What follows belongs to an exercise in optimizing a design on an open flow for a short achievable clock period and few clock cycles; a production flow would make more cautious choices.
Function was checked by simulation only, so behaviour that the tests miss may differ from the original.

## trial 69
Design CHIP, start of the top module:
module CHIP(clk,
            rst_n,
            mem_wen_D,
            mem_addr_D,
            mem_wdata_D,
            mem_rdata_D,
            mem_addr_I,
            mem_rdata_I);
For scale: ~14000 cells after synthesis, about 160 I/O pins, roughly 130000 um2 of cells after synthesis.
==> module ex_stage, before the edit <==
module ex_stage(e_a, e_b, e_r2, e_imm, e_pc, e_link, m_res, selA, selB, selS,
                rsum, subs, op_and, op_or, op_slt, op_sll, op_sra, op_link, jalr,
                a, b, r2, alu, addr, eq, tgt);
    input  [31:0] e_a, e_b, e_r2, e_imm, e_pc, e_link, m_res;
    input         selA, selB, selS;
    input  [3:0]  rsum, subs;
    input         op_and, op_or, op_slt, op_sll, op_sra, op_link, jalr;
    output [31:0] a, b, r2, alu, addr, tgt;
    output        eq;
    assign a  = selA ? m_res : e_a;
    assign b  = selB ? m_res : e_b;
    assign r2 = selS ? m_res : e_r2;
    wire [31:0] s_ee, s_me, s_em, s_mm;
    addsub32 add_ee(.x(e_a),   .y(e_b),   .sub(subs[0]), .s(s_ee));
    addsub32 add_me(.x(m_res), .y(e_b),   .sub(subs[2]), .s(s_me));
    addsub32 add_em(.x(e_a),   .y(m_res), .sub(subs[1]), .s(s_em));
    addsub32 add_mm(.x(m_res), .y(m_res), .sub(subs[3]), .s(s_mm));
    wire [31:0] addr_m, addr_e;
    add32 add_am(.x(m_res), .y(e_imm), .c(1'b0), .s(addr_m));
    add32 add_ae(.x(e_a),   .y(e_imm), .c(1'b0), .s(addr_e));
    assign addr = ({32{selA}} & addr_m) | ({32{~selA}} & addr_e);
    wire        lt  = $signed(a) < $signed(b);
    wire [31:0] shl = a << b[4:0];
    wire [31:0] shr = $signed(a) >>> b[4:0];
    assign alu = ({32{rsum[3]}} & s_mm) | ({32{rsum[2]}} & s_me) |
                 ({32{rsum[1]}} & s_em) | ({32{rsum[0]}} & s_ee) |
                 ({32{op_and}} & (a & b)) |
                 ({32{op_or}}  & (a | b)) |
                 ({32{op_slt}} & {31'd0, lt}) |
                 ({32{op_sll}} & shl) |
                 ({32{op_sra}} & shr) |
                 ({32{op_link}} & e_link);
    wire eq_a = (m_res == e_r2);            
    wire eq_b = (e_a == m_res);             
    wire eq_e = (e_a == e_r2);              
    assign eq = (selA & (selS | eq_a)) | (~selA & selS & eq_b) | (~selA & ~selS & eq_e);
    wire [31:0] btgt;
    add32 add_bt(.x(e_pc), .y(e_imm), .c(1'b0), .s(btgt));
    assign tgt = ({32{jalr}} & addr) | ({32{~jalr}} & btgt);
endmodule
Settings: LEC_CHECK=0, CAP_MARGIN=30, CORE_MARGIN=2, CORE_UTILIZATION=30, PLACE_DENSITY=0.45, SLEW_MARGIN=20, SYNTH_HIERARCHICAL=1; clock period 10.0 ns.
standard.sh (not shown) runs the stock make flow with config.mk's settings and CLKGATE_MAP_FILE= SYNTH_SCRIPT=/design/flow/synth_recipe.tcl, a recipe that flattens the netlist after the stock synthesis.
==> flow/flow/run.sh <==
#!/bin/bash
# The standard ORFS layout (standard.sh) with these changes:
#  - synthesis leaves adders to ABC instead of mapping full/half-adder cells first
#    (ADDER_MAP_FILE empty); registers, names and the synthesis script are unchanged;
#  - port buffers are plain buffers (buf_4) rather than the delay cell buffer_ports picks.
# The SDC and every other step are the standard ones. Each make target logs to its own file.
set -euo pipefail
EXTRA='SETUP_SLACK_MARGIN=6.4 MATCH_CELL_FOOTPRINT=0 "BUFFER_PORTS_ARGS=-buffer_cell sky130_fd_sc_hd__buf_4"'
sed -E "s/\"\\\$\\{@:-finish\\}\"/$EXTRA \"\${@:-finish}\"/" standard.sh > my_standard.sh
grep -q "SETUP_SLACK_MARGIN=6.4 MATCH_CELL_FOOTPRINT=0" my_standard.sh
sed -E "s/\"\\\$\\{@:-finish\\}\"/ADDER_MAP_FILE= \"\${@:-finish}\"/" standard.sh > synth_standard.sh
grep -q "ADDER_MAP_FILE= " synth_standard.sh
bash synth_standard.sh synth > log_synth.txt 2>&1
for t in floorplan place cts route finish; do
  bash my_standard.sh $t > log_$t.txt 2>&1
done
Trial 69 ended with every stage complete and zero timing, DRC or antenna violations.
Testbench counts of trial 69, summed over its fixed seeds: cycles 24,322.
diff inputs: trial 69 => build 95
diff --git a/flow/design.v b/flow/design.v
--- a/flow/design.v
+++ b/flow/design.v
@@ -1947,10 +1947,17 @@
     input  [31:0] x, y;
     input         c;
     output [31:0] s;
     assign s = x + y + {31'd0, c};
 endmodule
+module res_pick(s_mm, s_me, s_em, s_ee, rsum, other, q);
+    input  [31:0] s_mm, s_me, s_em, s_ee, other;
+    input  [3:0]  rsum;
+    output [31:0] q;
+    assign q = ({32{rsum[3]}} & s_mm) | ({32{rsum[2]}} & s_me) |
+               ({32{rsum[1]}} & s_em) | ({32{rsum[0]}} & s_ee) | other;
+endmodule
 module addsub32(x, y, sub, s);
     input  [31:0] x, y;
     input         sub;
     output [31:0] s;
     assign s = x + (sub ? ~y : y) + {31'd0, sub};
@@ -1977,18 +1984,18 @@
     add32 add_ae(.x(e_a),   .y(e_imm), .c(1'b0), .s(addr_e));
     assign addr = ({32{selA}} & addr_m) | ({32{~selA}} & addr_e);
     wire        lt  = $signed(a) < $signed(b);
     wire [31:0] shl = a << b[4:0];
     wire [31:0] shr = $signed(a) >>> b[4:0];
-    assign alu = ({32{rsum[3]}} & s_mm) | ({32{rsum[2]}} & s_me) |
-                 ({32{rsum[1]}} & s_em) | ({32{rsum[0]}} & s_ee) |
-                 ({32{op_and}} & (a & b)) |
+    wire [31:0] other = ({32{op_and}} & (a & b)) |
                  ({32{op_or}}  & (a | b)) |
                  ({32{op_slt}} & {31'd0, lt}) |
                  ({32{op_sll}} & shl) |
                  ({32{op_sra}} & shr) |
                  ({32{op_link}} & e_link);
+    res_pick pick(.s_mm(s_mm), .s_me(s_me), .s_em(s_em), .s_ee(s_ee), .rsum(rsum),
+                  .other(other), .q(alu));
     wire eq_a = (m_res == e_r2);            
     wire eq_b = (e_a == m_res);             
     wire eq_e = (e_a == e_r2);              
     assign eq = (selA & (selS | eq_a)) | (~selA & selS & eq_b) | (~selA & ~selS & eq_e);
     wire [31:0] btgt;
## What came out
- Area growth from synthesis to layout in build 95 is 2.2 points below trial 69.
- Build 95 -> trial 69: area used by sequential logic in the layout flat
- Relative to trial 69, register-to-register slack has increased by 0.68 ns in build 95.
- Worst setup slack (lower): trial 69
- Trial 69 -> build 95: design area decreased slightly
- Build 95 against trial 69: final weighted congestion of routability-driven global placement now sits lower, starting density of the core about even.
- Relative to trial 69, the synthesized cell count measured on build 95 has increased slightly.
- In build 95 relative to trial 69, routed length on met2 had gone down slightly.
Testbench counts of build 95, summed over its fixed seeds: cycles 24,322.

---

CHIP, a different RTL version from the one above (not shown whole).
Size in the first run: about 13000 cells after synthesis.
Settings: LEC_CHECK=0, CAP_MARGIN=30, CORE_MARGIN=2, CORE_UTILIZATION=30, PLACE_DENSITY=0.45, SLEW_MARGIN=20, SYNTH_HIERARCHICAL=1; clock period 10.0 ns.
Scripts as last shown in full above: flow/flow/run.sh
Testbench counts at the start, summed over its fixed seeds: cycles 24,307.
Then changed:
--- a/flow/design.v
+++ b/flow/design.v
@@ -1803,19 +1803,19 @@
         .e_r2(e_r2), .m_res(m_res),
         .selA(e_selA), .selB(e_selB), .selS(e_selS),
         .op_add(e_add), .op_sub(e_sub), .op_and(e_and), .op_or(e_or), .op_slt(e_slt),
         .op_sll(e_sll), .op_sra(e_sra), .op_link(e_jal | e_jalr), .jalr(e_jalr),
         .a(a), .b(b), .r2(r2), .alu(alu), .addr(addr), .eq(eq), .tgt(tgt));
     wire        m_busy = m_mul & ~m_ph[1];   
     wire        taken = e_valid & ~m_busy & (e_jalr | (e_beq & eq));
     wire [63:0] mul_r;
     wire [MQW-1:0] mul_q;
-    mul_ops mulO(.m_res(m_res), .e_a(e_a), .e_b(e_b), .selA(e_selA), .selB(e_selB), .q(mul_q));
+    mul_stA mulA(.a(a), .b(b), .q(mul_q));
     mul_stB mulB(.q(mQ), .p(mul_r));
     mul_add mulC(.r(mQ2), .p(mul_p));
     wire stall = load_use | m_busy;
     wire [31:0] pc_inc = PC + 32'd4;
     wire        s_t = taken;
     wire        s_h = ~taken & stall;
     wire        s_j = ~taken & ~stall & d_jal;
     wire        s_i = ~taken & ~stall & ~d_jal;
     wire [31:0] pc_nxt = ({32{s_t}} & tgt) | ({32{s_h}} & PC) |
@@ -1900,26 +1900,18 @@
     output [31:0]  q;
     wire   [1023:0] all = {regs, 32'd0};
     assign q = all[32*sel +: 32];
 endmodule
 module jal_add(pc, ins, tgt);
     input  [31:0] pc, ins;
     output [31:0] tgt;
     assign tgt = pc + {{12{ins[31]}}, ins[19:12], ins[20], ins[30:21], 1'b0};
 endmodule
-module mul_ops(m_res, e_a, e_b, selA, selB, q);
-    input  [31:0] m_res, e_a, e_b;
-    input         selA, selB;
-    output [251:0] q;
-    wire   [31:0] a = selA ? m_res : e_a;
-    wire   [31:0] b = selB ? m_res : e_b;
-    mul_stA st(.a(a), .b(b), .q(q));
-endmodule
 module mul_add(r, p);
     input  [63:0] r;
     output [31:0] p;
     assign p = r[31:0] + r[63:32];
 endmodule
 module ex_stage(e_a, e_b, e_r2, e_imm, e_pc, e_link, m_res, selA, selB, selS,
                 op_add, op_sub, op_and, op_or, op_slt, op_sll, op_sra, op_link, jalr,
                 a, b, r2, alu, addr, eq, tgt);
     input  [31:0] e_a, e_b, e_r2, e_imm, e_pc, e_link, m_res;
=> Hold slack is better by 0.0057 ns; wire length shrinks by 3.0%; final cell count is higher by 0.60%; critical path depth does not change; clock skew climbs by 0.11 ns; maximum frequency came out higher by 0.69%; utilization came out higher by 0.88 points; setup slack improves by 0.030 ns; global-route usage is lower by 0.71 points; via count came out lower by 0.94%; clock-buffer cell count goes up by 7; synthesized cell count fell by 0.52%; non-clock buffer count increases by 176.
Testbench counts after the change, summed over its fixed seeds: cycles 24,307.

re-timing with driven ports:
The flow's constraints put no driver on any port. The routed layouts listed below were extracted and timed again, unchanged, in two steps.
Step 1, drivers: a clkbuf_16 drives clk and a buf_2 each remaining input, both assumed.
Step 2 times the ports against the registers' clock, not the clock port: input delays grow and output delays shrink by t, the midpoint of the rising clock arrivals with the driver on.
Three values: ideal ports, drivers, drivers and shift; two values: the first two.
run | t (ns) | slack for setup (ns) | cell pins on the clock port's net
trial 69 | 1.016 | 5.637 / 5.637 / 5.057 | 1
build 95 | 1.043 | 6.242 / 6.041 / 4.998 | 1
the first run of note 2 | 0.992 | 5.652 / 5.652 / 4.669 | 1
the second run of note 2 | 1.032 | 5.682 / 5.638 / 4.606 | 1
After both steps every run listed still meets setup and hold. The setup slack of build 95, which loses most, moves by -0.201 ns with the drivers and by -1.244 ns with both steps.
